This design comes from an exercise in tuning for small area and a short achievable clock period on the open sky130 flow, not from production work.
The RTL of this run was laid out without a check of its function.
Power is estimated from default activity; no workload was simulated.

==> flow/design.v <==
`timescale 1ns/10ps
module CannyEdge(dAddrRegRow, dAddrRegCol, bWE, bCE, InData, OutData,
	OPMode, bOPEnable, dReadReg, dWriteReg,	clk, rst_b);
input 	[2:0]			dAddrRegRow, dAddrRegCol;
input				bWE, bCE;
input 	[8-1:0] 	InData;
output 	[8-1:0] 	OutData;
reg     [8-1:0] 	OutData;
input 	[2:0]			OPMode;
input 				bOPEnable;
input 	[3:0]			dReadReg, dWriteReg;
input				clk, rst_b;
reg 	[8-1:0]	regX[0:24];	 
reg 	[8-1:0]	regY[0:24];	 
reg 	[8-1:0]	regZ[0:24];	 
reg 	[8-1:0]	Out_gf, Out_gradient, Out_direction, Out_bThres;
reg 	[8-1:0]	Out_nms;
parameter 			dThresHigh = 15;
parameter			dThresLow = 10;
reg 		[31:0]		tpSum;
integer tempX;
integer	tempY;
integer tempGx;
integer	tempGy;
reg		[1:0]		IntSignal;
reg signed 	[31:0] 		Gx, Gy, fGx, fGy;
reg signed	[1:0]		dx, dy;
integer i,k,j,l;
function integer gf;
	input integer idx;
	begin
		case (idx)
			0, 4, 20, 24:		gf = 1;
			1, 3, 5, 9, 15, 19, 21, 23:	gf = 3;
			2, 10, 14, 22:		gf = 4;
			6, 8, 16, 18:		gf = 7;
			7, 11, 13, 17:		gf = 10;
			default:		gf = 16;	 
		endcase
	end
endfunction
function integer sobelx;
	input integer idx;
	begin
		case (idx)
			0, 6:		sobelx = -1;
			2, 8:		sobelx = 1;
			3:		sobelx = -2;
			5:		sobelx = 2;
			default:	sobelx = 0;
		endcase
	end
endfunction
function integer sobely;
	input integer idx;
	begin
		case (idx)
			0, 2:		sobely = 1;
			1:		sobely = 2;
			6, 8:		sobely = -1;
			7:		sobely = -2;
			default:	sobely = 0;
		endcase
	end
endfunction
always @(posedge clk or negedge rst_b)
begin
	if(!rst_b) begin
		IntSignal <= 2'b00;
	end
	else if(bCE==1'b0 && bWE==1'b0) 
	begin
		if(dWriteReg == 0)
			regX[dAddrRegRow*5+dAddrRegCol] <= InData;
        else if(dWriteReg == 1)
            regY[dAddrRegRow*5+dAddrRegCol] <= InData;
        else if(dWriteReg == 2)
            regZ[dAddrRegRow*5+dAddrRegCol] <= InData;
	end
	else if(bCE==1'b0 && bWE==1'b1)
	begin
		if(dReadReg == 0)
			OutData <= Out_gf;
        else if (dReadReg == 1)
            OutData <= Out_gradient;
        else if (dReadReg == 2)
            OutData <= Out_direction; 
        else if (dReadReg == 3)
            OutData <= Out_nms;
        else if (dReadReg == 4)
            OutData <= Out_bThres;
        else OutData <= 0;
	end
	else
	begin
	if(bOPEnable==1'b0)
	begin
		if(OPMode == 0)
		begin
			if(IntSignal == 2'b00)	begin
                tpSum=0;
                for (i =0; i< 5 ; i = i+1) 
                    for  (j =0; j< 5 ; j = j+1) begin
                         tpSum = tpSum + regX[i*5+j]*gf(i*5+j);
                    end
				IntSignal <= 2'b01;
			end
			else if(IntSignal == 2'b01) begin
                 Out_gf <= tpSum/128;
                 IntSignal <= 2'b10;
			end
			else begin
				Out_gf <= Out_gf;
				IntSignal <= IntSignal;
			end
		end
		else if(OPMode == 1)
		begin
			if(IntSignal == 2'b00)	begin
                tempX =0;
                tempY =0;
                for (i =0; i< 3 ; i = i+1) 
        		for  (j =0; j< 3 ; j = j+1) begin 
                         tempX = tempX+regX[i*5+j]*sobelx(i*3+j);
                         tempY = tempY+regX[i*5+j]*sobely(i*3+j);
                    end
				Gx <= tempX;
				Gy <= tempY;
				IntSignal <= 2'b01;
			end
			else if(IntSignal == 2'b01) begin
				if (Gx[31] == 1) tempGx =-Gx; else tempGx = Gx;
				if (Gy[31] == 1 ) tempGy =-Gy; else tempGy = Gy;
                		Out_gradient <= (tempGx + tempGy) >> 3;
				IntSignal <= 2'b10;
			end	
			else if(IntSignal == 2'b10) begin
				if(Gy < 0)
				begin
					fGx <= -Gx;
					fGy <= -Gy;
				end
				else
				begin
					fGx <= Gx;
					fGy <= Gy;
				end
				IntSignal <= 2'b11;
			end
			else if(IntSignal == 2'b11) begin
				if(fGx >=0)
				begin
                    if (5*fGy <= 2*fGx) Out_direction <= 0;
                    else if (5*fGy > 2*fGx && 5*fGy <= 12*fGx) Out_direction <= 45; 
                    else 
			    Out_direction <= 90;
				    end
				else  
				begin
                    if (5*fGy <= -2*fGx) Out_direction <= 0;
                    else if (5*fGy > -2*fGx && 5*fGy <= -12*fGx) Out_direction <= 135; 
                    else 
			    Out_direction <= 90;
				    end
				IntSignal <= IntSignal;
			end
		end
		else if(OPMode == 2)
		begin
			if(IntSignal == 2'b00) begin
                    if (regY[6] == 0) 
                        begin 
                            dx<=1;
                            dy<=0;
                        end
                    else if (regY[6] == 90) 
                        begin 
                            dx<=0;
                            dy<=-1;
                        end    
                    else if (regY[6] == 45) 
                        begin 
                            dx<=1;
                            dy<=-1;
                        end
					else if (regY[6] ==135) begin
						dx <=-1;
						dy<=-1;
					end	
				IntSignal <= 2'b01;
			end
			else if(IntSignal == 2'b01) begin
				if (regX[6] >= regX[6+dx+(5*dy)] &&  regX[6] >= regX[6-dx-5*dy]) begin 
						regX[6+dx+(5*dy)] <=0;
						regX[6-dx-(5*dy)] <=0;
					Out_nms <= regX[dAddrRegRow*5+dAddrRegCol];
					end
				else  
					Out_nms <= 0 ;  
				IntSignal = 2'b00;
			end
		end
		else if(OPMode == 3)
		begin
			if(IntSignal == 2'b00) begin
                    if (regY[6] == 0) 
                        begin 
                            dx<=0;
                            dy<=1;
                        end
                    else if (regY[6] == 90) 
                        begin 
                            dx<=1;
                            dy<=0;
                        end    
                    else if (regY[6] == 45) 
                        begin 
                            dx<=-1;
                            dy<=-1;
                        end
					else if (regY[6] ==135) begin
						dx <=1;
						dy<=-1;
					end	
				IntSignal <= 2'b01;
			end	
			else if(IntSignal == 2'b01) begin
				if(regX[6] >= dThresHigh)		 
					Out_bThres <= 1;
				else if(regX[6] <= dThresLow)		 
					Out_bThres <= 0;
				else					 
				begin
					if(regX[6-5*dy-dx] >= dThresHigh || regX[6+5*dy+dx] >= dThresHigh)
						Out_bThres <= 1;
					else if(regZ[6-5*dy-dx] == 1 || regZ[6+5*dy+dx] == 1)
						Out_bThres <= 1;
					else
						Out_bThres <= 0;
				end
				IntSignal <= IntSignal;
			end
		end
	end	
	else
		IntSignal <= 2'b00;
	end  
end
endmodule
==> flow/run.sh <==
#!/bin/bash
# synth_recipe.tcl (not shown) runs the flow's synth.tcl, then flattens the netlist and writes it again
# the make line also repeats each setting of config.mk as NAME=value (left out here)
make -C /OpenROAD-flow-scripts/flow DESIGN_CONFIG=/design/flow/config.mk WORK_HOME=/design/flow/orfs CLKGATE_MAP_FILE= SYNTH_SCRIPT=/design/flow/synth_recipe.tcl finish
==> flow/config.mk <==
export PLATFORM = sky130hd
export DESIGN_NAME = CannyEdge
export DESIGN_NICKNAME = CannyEdge
export VERILOG_FILES = /design/flow/design.v
export SDC_FILE = /design/flow/constraint.sdc
export NUM_CORES = 4
export LEC_CHECK = 0
export CAP_MARGIN = 20
export CORE_MARGIN = 2
export CORE_UTILIZATION = 40
export PLACE_DENSITY = 0.6
export SLEW_MARGIN = 20
==> flow/constraint.sdc <==
create_clock -name core_clock -period 10.0 [get_ports {clk}]
set_input_delay 2.0000 -clock core_clock [delete_from_list [all_inputs] [get_ports {clk}]]
set_output_delay 2.0000 -clock core_clock [all_outputs]
set_load 0.01 [all_outputs]
==> metrics.md <==
| Metric | Value |
|---|---|
| Status | `timing/DRC/antenna clean` |
| Most frequent cell on the critical path | `fa_1` |
| Finish-stage setup viols | `0` |
| CP max FO | `6` |
| Via-per-instance ratio | `between 5 and 6` |
| Average instance area after synthesis | `~11 µm²` |
| Core ar. | `roughly 150,000 µm²` |
| Routed WL per cell | `around 31 µm` |
| Syn. warnings | `4` |
| Chip Width | `approximately 400 µm` |
| DR vias | `slightly below 50,000` |
| Lkg Pwr | `29.88 nW` |
| Max clock buf depth | `3` |
| Clk root buf | `clkbuf_16` |
| Most frequent cells in the layout | `inv_1, fa_1, ha_1` |
| Worst path arrival time | `roughly 10 ns` |
| Setup total negative slack | `0 ns` |
| Synthesis-to-finish area growth | `11.33%` |
| Net count reported at finish | `around 7,400` |
| Crit-path slowest cell | `fa_1` |
| Clock Skew | `about 0.084 ns` |
| CTS buffer count | `70` |
| Unrepaired setup endpoints after global routing | `no` |
| Most common cell after layout, fill and taps aside | `inv_1` |
| Iter 0 DRT Violations | `6,118` |
| Most used DFF post-synth | `edfxtp_1` |
| Slew @ Worst Pin | `1.270 ns` |
| First-pass GRT wire length | `approximately 360,000 µm` |
| First-pass iteration count of the detailed router | `9` |
| CTS tree | `yes` |
| Port bufs | `37` |
| Period utilisation layout | `between 90% and 100%` |
| Largest net degree at the start of global routing | `65` |
| Antenna violations before repair | `18` |
| Max_cap viols | `0` |
| Congestion Overflow GR | `0` |
| Row count | `144` |
| Number of synthesized register bits | `between 500 and 600` |
| Vias in the first global route | `roughly 48,000` |
| Final core occ | `approximately 45%` |
| Clk pin slew, worst setup/hold paths | `~0.06 ns` |
| Post-Syn Nets | `between 7,000 and 8,000` |
| Gate Count Post-Synth | `about 5,800` |
| Clock sink count | `approximately 590` |
| Pwr/cell area | `94.63 nW/µm²` |
| Synth cell types | `81` |
| CTS Hold Buffers Added | `0` |
| Synth Cell Area | `62,060 µm²` |
| Worst EP required | `between 10 and 15 ns` |
| DP Area | `66,510 µm²` |
| DPL Wire Length | `roughly 200,000 µm` |
| Max transition margin | `approximately 15%` |
| Minimum clock period | `between 9 and 10 ns` |
| All-Layer GR Usage | `a little under a third` |
| Detail Route Antenna Nets | `0` |
| DIE HEIGHT | `397.9 µm` |
| Skew-Pair Late Insertion Delay | `between 0.7 and 0.8 ns` |
| Max-slew violation count | `0` |
| Routed WL | `~250,000 µm` |
| Die area | `158,300 µm²` |
| Worst hold path class | `reg2reg` |
| Final Wtd Congestion | `about 1.1` |
| Drc violations | `0` |
| Io pins | `38` |
| Async set-reset flop share out of synthesis | `0.3396%` |
| Design area | `approximately 69,000 µm²` |
| Starting Density | `between 40% and 50%` |
| CP endpoint kind | `flop` |
| Type of the worst setup path | `reg2reg` |
| Post-synthesis sequential area ratio | `between 20 and 30%` |
| Final Hold Fails | `0` |
| Peak supply drop | `about 0.00014 V` |
| Proportion of layout cells with a drive suffix above 1 | `roughly 7.7%` |
| Post-synth EDFFs | `roughly 590` |
| CP startpoint kind | `flop` |
| Max Freq | `104.7 MHz` |
| Max incr delay on CP | `roughly 0.57 ns` |
| CTS H-tree lvls | `3` |
## layout make-up
| type | instances | area, µm² |
|---|---|---|
| Fill cell | 14440 | 84960 |
| Multi-Input combinational cell | 3945 | 40280 |
| Sequential cell | 589 | 17680 |
| Inverter | 1118 | 4197 |
| Tap cell | 2044 | 2557 |
| Timing Repair Buffer | 243 | 1917 |
| Clock buffer | 76 | 1774 |
| Clock inverter | 52 | 678.2 |
| Antenna cell | 5 | 12.51 |
## repair_timing
action	4_1_cts	5_1_grt
endpoints found under the hold margin	0	0
gates resized for setup	0	20
endpoints found under the setup margin	0	11
buffers inserted	0	2
## power by group
group          internal [mW]  switching (mW)
Combinational          0.351           0.682
Sequential              2.74         0.00560
Clock                   1.58            1.18
Total                   4.67            1.87
## layer usage
layer  routed length, µm  GRT usage (%)  vias to the layer above
met5                 178              0                        -
met4               12330          12.81                       10
met3               29330          10.90                      635
met2              101700          44.30                     2619
met1              110200          45.22                    24360
li1                    -              -                    20430
## Yosys cell counts (all sizes together), types with 36 or more instances
library cell | number | area, µm²
a21o | 115 | 863.3
a21oi | 222 | 1122
a221oi | 46 | 402.9
a22oi | 124 | 930.9
a31oi | 42 | 262.8
clkbuf | 96 | 360.4
edfxtp | 587 | 17630
fa | 725 | 14510
ha | 716 | 8959
inv | 1118 | 4197
mux2i | 36 | 360.4
nand2 | 227 | 852.1
nand2b | 40 | 250.2
nand3 | 110 | 550.5
nand4 | 61 | 381.6
nor2 | 224 | 843.3
nor2b | 50 | 312.8
nor3 | 83 | 415.4
o21a | 57 | 427.9
o21ai | 183 | 915.9
o21bai | 37 | 277.8
xnor2 | 242 | 2120
xor2 | 65 | 569.3
## stage by stage
step                      total power, mW  hold slack, ns  setup WS (ns)  std cells
after global routing                6.731          0.4156       0.004826       8067
after detailed placement            3.789          0.4045         0.2030       7936
final                               6.538          0.4123         0.4529       8072
after CTS                           6.535          0.4139         0.1936       8064
after floorplan                     3.393          0.4003         0.3001       5771
after global placement              3.786          0.4030         0.3397       7936
## flip-flops by register name, indices dropped and copies added, names as in the netlist, 6 cells and up
signal         cells
Out_gradient       8
tpSum              8
Out_direction      6
fGx               32
Gx                32
OutData            8
Out_gf             8
regY               8
fGy               32
regX             200
Out_nms            8
Gy                32
regZ             200
## worst max-delay path: cells and delay by family (launching register included)
| family | cells | cell delay [ns] |
|---|---|---|
| flops | 1 | 0.42 |
| fa+ha+maj | 12 | 5.52 |
| simple gates | 6 | 0.96 |
| buf+inv | 7 | 0.45 |
| xor+xnor | 1 | 0.07 |
| compound gates | 10 | 1.90 |
## path summary, 6_finish.rpt
path,from,slack [ns],cells after the start,end
min in group asynchronous,rst_b,1.52,1,IntSignal[1]
min reg2reg,tpSum[9],0.41,0,Out_gf[2]
min,tpSum[9],0.41,0,Out_gf[2]
max in group asynchronous,rst_b,8.30,1,IntSignal[0]
max,regX[5][2],0.45,36,Gx[29]
max reg2reg,regX[5][2],0.45,36,Gx[29]
## cells by family after synthesis
kind of cell,after synthesis,synth area share [%]
buf+inv,1237,7.492
xor+xnor,307,4.333
mux,52,1.034
compound gates,1113,12.29
fa+ha+maj,1441,37.82
simple gates,1032,8.539
flops,589,28.49

-- re-timing with driven ports --
In the flow no input, the clock included, has a driving cell. The finished layout below was timed again as built, in two steps.
Step 1, drivers: a clkbuf_16 drives clk and a buf_2 each remaining input, both assumed.
Step 2 times the ports against the registers' clock, not the clock port: input delays grow and output delays shrink by t, the midpoint of the rising clock arrivals with the driver on.
Slacks: ideal ports / drivers / drivers and shift; pairs: ideal ports / drivers.
shift t [ns]: 0.764
slack for setup (ns): 0.453 / 0.453 / 0.453
hold WS [ns]: 0.412 / 0.412 / 0.412
worst setup path after step 2: register to register
worst register clock-pin slew, ns: 0.07 / 0.07
After both steps setup and hold are still met in this run. The setup slack of this run moves by 0.000 ns with the drivers and by 0.000 ns with both steps.
